Background: an optimization exercise with open tools, aiming at a short achievable clock period and few clock cycles. Do not read the settings as production practice.
No activity file was given, so power comes from the tool's default toggle rates.

==> flow/design.v (excerpt) <==
module jericalla_evolucion(
    input  wire        clk,
    input  wire        reset,
    input  wire [6:0]  cantidad_instrucciones,
    output wire [6:0]  imem_addr,
    input  wire [18:0] imem_data,
    output reg  [31:0] data_out,
    output reg         zf,
    output reg         valid,
    output reg         done
);
reg rst_r;
always @(posedge clk) rst_r <= reset;
wire [6:0] n_r;
wire       f_v, f_last;
contador_de_programa contador_de_programa_inst(
    .clk(clk),
    .reset(reset),
    .cantidad_instrucciones(cantidad_instrucciones),
    .o_contador(imem_addr),
    .n_r(n_r),
    .f_valido(f_v),
    .f_ultimo(f_last)
);
reg [18:0] ir;
always @(posedge clk) ir <= imem_data;
wire d_and, d_or, d_add, d_sub, d_slt, d_nor, d_sw, d_lw, d_we, d_res;
unidad_control unidad_control_inst(
    .instruction(ir[18:15]),
    .op_and(d_and), .op_or(d_or), .op_add(d_add), .op_sub(d_sub),
    .op_slt(d_slt), .op_nor(d_nor), .op_sw(d_sw), .op_lw(d_lw),
    .write_enable_RB(d_we),
    .valido(d_res)
);
wire [4:0] rs1 = ir[9:5];
wire [4:0] rs2 = ir[4:0];
reg        x_vres, x_vwe, x_vsw;         
  ...
==> module jericalla_evolucion, before the edit <==
module jericalla_evolucion(
    input  wire        clk,
    input  wire        reset,
    input  wire [6:0]  cantidad_instrucciones,
    output wire [6:0]  imem_addr,
    input  wire [18:0] imem_data,
    output reg  [31:0] data_out,
    output reg         zf,
    output reg         valid,
    output reg         done
);
reg rst_r;
always @(posedge clk) rst_r <= reset;
wire [6:0] n_r;
wire       f_v, f_last;
contador_de_programa contador_de_programa_inst(
    .clk(clk),
    .reset(reset),
    .cantidad_instrucciones(cantidad_instrucciones),
    .o_contador(imem_addr),
    .n_r(n_r),
    .f_valido(f_v),
    .f_ultimo(f_last)
);
reg [18:0] ir;
always @(posedge clk) ir <= imem_data;
wire d_and, d_or, d_add, d_sub, d_slt, d_nor, d_sw, d_lw, d_we, d_res;
unidad_control unidad_control_inst(
    .instruction(ir[18:15]),
    .op_and(d_and), .op_or(d_or), .op_add(d_add), .op_sub(d_sub),
    .op_slt(d_slt), .op_nor(d_nor), .op_sw(d_sw), .op_lw(d_lw),
    .write_enable_RB(d_we),
    .valido(d_res)
);
wire [4:0] rs1 = ir[9:5];
wire [4:0] rs2 = ir[4:0];
reg        x_vres, x_vwe, x_vsw;         
reg        x_and, x_or, x_add, x_sub, x_slt, x_nor, x_lg, x_sw, x_lw;
reg [4:0]  x_rd;
reg [31:0] x_a, x_b;
reg [31:0] x_bs;                         
reg [31:0] x_m;                          
reg        w_we;
reg [4:0]  w_rd;
reg [31:0] w_val;
wire [31:0] rf_a, rf_b;
wire [31:0] r_add, r_sub, r_logic;
wire        r_lt, alu_zero;
banco_de_registros banco_de_registros_inst(
    .clk(clk),
    .reset(rst_r),
    .read_address_1(rs1),
    .read_address_2(rs2),
    .write_address(w_rd),
    .data_write(w_val),
    .write_enable(w_we),
    .data_register_1(rf_a),
    .data_register_2(rf_b)
);
wire fe_a = x_vwe && (x_rd == rs1);
wire fw_a = !fe_a && w_we && (w_rd == rs1);
wire fr_a = !fe_a && !fw_a;
wire fe_b = x_vwe && (x_rd == rs2);
wire fw_b = !fe_b && w_we && (w_rd == rs2);
wire fr_b = !fe_b && !fw_b;
wire [31:0] d_a = ({32{fe_a && x_add}} & r_add)
                | ({32{fe_a && x_sub}} & r_sub)
                | ({32{fe_a && x_lg}}  & r_logic)
                | {31'd0, fe_a && x_slt && r_lt}
                | ({32{fw_a}} & w_val)
                | ({32{fr_a}} & rf_a);
wire [31:0] d_b = ({32{fe_b && x_add}} & r_add)
                | ({32{fe_b && x_sub}} & r_sub)
                | ({32{fe_b && x_lg}}  & r_logic)
                | {31'd0, fe_b && x_slt && r_lt}
                | ({32{fw_b}} & w_val)
                | ({32{fr_b}} & rf_b);
wire [31:0] ram_dout;
ram ram_inst(
    .clk(clk),
    .write_address(x_a[4:0]),
    .din(x_bs),
    .write_enable(x_vsw),
    .read_address(d_a[4:0]),
    .dout(ram_dout)
);
wire fm = x_vsw && (x_a[4:0] == d_a[4:0]);
wire d_go = !rst_r && f_v;
reg done_pre;
always @(posedge clk)
    done_pre <= rst_r ? (n_r == 7'd0) : (done_pre || (f_v && f_last));
always @(posedge clk) begin
    x_vres <= d_go && d_res;
    x_vwe  <= d_go && d_we;
    x_vsw  <= d_go && d_sw;
    x_and  <= d_and;
    x_or   <= d_or;
    x_add  <= d_add;
    x_sub  <= d_sub;
    x_slt  <= d_slt;
    x_nor  <= d_nor;
    x_lg   <= d_and || d_or || d_nor;
    x_sw   <= d_sw;
    x_lw   <= d_lw;
    x_rd   <= ir[14:10];
    x_a    <= d_a;
    x_b    <= d_b;
    x_bs   <= {32{d_sw}} & d_b;
    x_m    <= fm ? x_bs : ram_dout;
end
alu alu_inst(
    .op_and(x_and), .op_or(x_or), .op_add(x_add), .op_sub(x_sub),
    .op_slt(x_slt), .op_nor(x_nor),
    .din1_alu(x_a),
    .din2_alu(x_b),
    .r_add(r_add),
    .r_sub(r_sub),
    .r_logic(r_logic),
    .lt(r_lt),
    .zero_alu(alu_zero)
);
wire [31:0] alu_result = ({32{x_add}} & r_add)
                       | ({32{x_sub}} & r_sub)
                       | ({32{x_lg}}  & r_logic)
                       | {31'd0, x_slt && r_lt};
always @(posedge clk) begin
    data_out <= ({32{x_lw}} & x_m) | ({32{x_sw}} & x_bs) | alu_result;
    w_val    <= alu_result;
    w_rd     <= x_rd;
    valid    <= !rst_r && x_vres;
    zf       <= !rst_r && ((x_vwe && alu_zero) || (!x_vwe && zf));
    done     <= rst_r ? (n_r == 7'd0) : done_pre;
    w_we     <= !rst_r && x_vwe;
end
endmodule
Settings: LEC_CHECK=0, CAP_MARGIN=20, CORE_MARGIN=2, CORE_UTILIZATION=65, CTS_CLUSTER_DIAMETER=150, CTS_CLUSTER_SIZE=24, PLACE_DENSITY=0.75, SLEW_MARGIN=20; clock period 10.0 ns.
standard.sh (not shown) runs the stock make flow with config.mk's settings and CLKGATE_MAP_FILE= SYNTH_SCRIPT=/design/flow/synth_recipe.tcl, a recipe that flattens the netlist after the stock synthesis.
==> flow/flow/run.sh <==
#!/bin/bash
# Standard ORFS layout (the standard.sh, standard synthesis unchanged),
# with repair_timing aiming for a setup slack margin, so that the resizer
# works on paths well below the 10 ns clock. The SDC is not changed.
set -euo pipefail
MARGIN=${MARGIN:-7}
bash standard.sh SETUP_SLACK_MARGIN=$MARGIN finish > standard_make.log 2>&1
Change:
--- a/flow/design.v
+++ b/flow/design.v
@@ -274,7 +274,8 @@
     x_rd   <= ir[14:10];
     x_a    <= d_a;
     x_b    <= d_b;
-    x_bs   <= {32{d_sw}} & d_b;
+    if (d_sw)
+        x_bs <= d_b;
     x_m    <= fm ? x_bs : ram_dout;
 end
 alu alu_inst(
The new run finished clean.
Maximum frequency came out lower by 1.4%.
Design area came out higher by 0.61%.
Total power came out higher by 7.2%.
Register-to-register slack is worse by 0.06 ns.
Core utilization came out higher by 0.36 points.
Wire length came out higher by 2.5%.
Final cell count is about the same.
No run of this note included a check of the RTL's function; only the layout flow was run.

re-timing with driven ports:
The flow's constraints put no driver on any port. The routed layouts listed below were extracted and timed again, unchanged, in two steps. Step 1, drivers: a clkbuf_16 drives clk and a buf_2 each remaining input, both assumed. Step 2 adds t to the input delays and takes it off the output delays; t is the mean of the earliest and latest rising clock arrival at the registers after step 1. Input paths then give back, and output paths get back, about the clock's delay inside the block. a / b / c = ideal ports / drivers / drivers and shift; a / b = the first two.
| run | t (ns) | slack for setup (ns) | worst hold slack (ns) | latest minus earliest clock arrival (ns) |
|---|---|---|---|---|
| the first run | 0.875 | 6.665 / 6.580 / 6.678 | 0.342 / 0.342 / 0.342 | 0.051 / 0.051 |
| the second run | 0.891 | 6.616 / 6.575 / 6.616 | 0.338 / 0.338 / 0.338 | 0.033 / 0.033 |
After both steps every run listed still meets setup and hold.
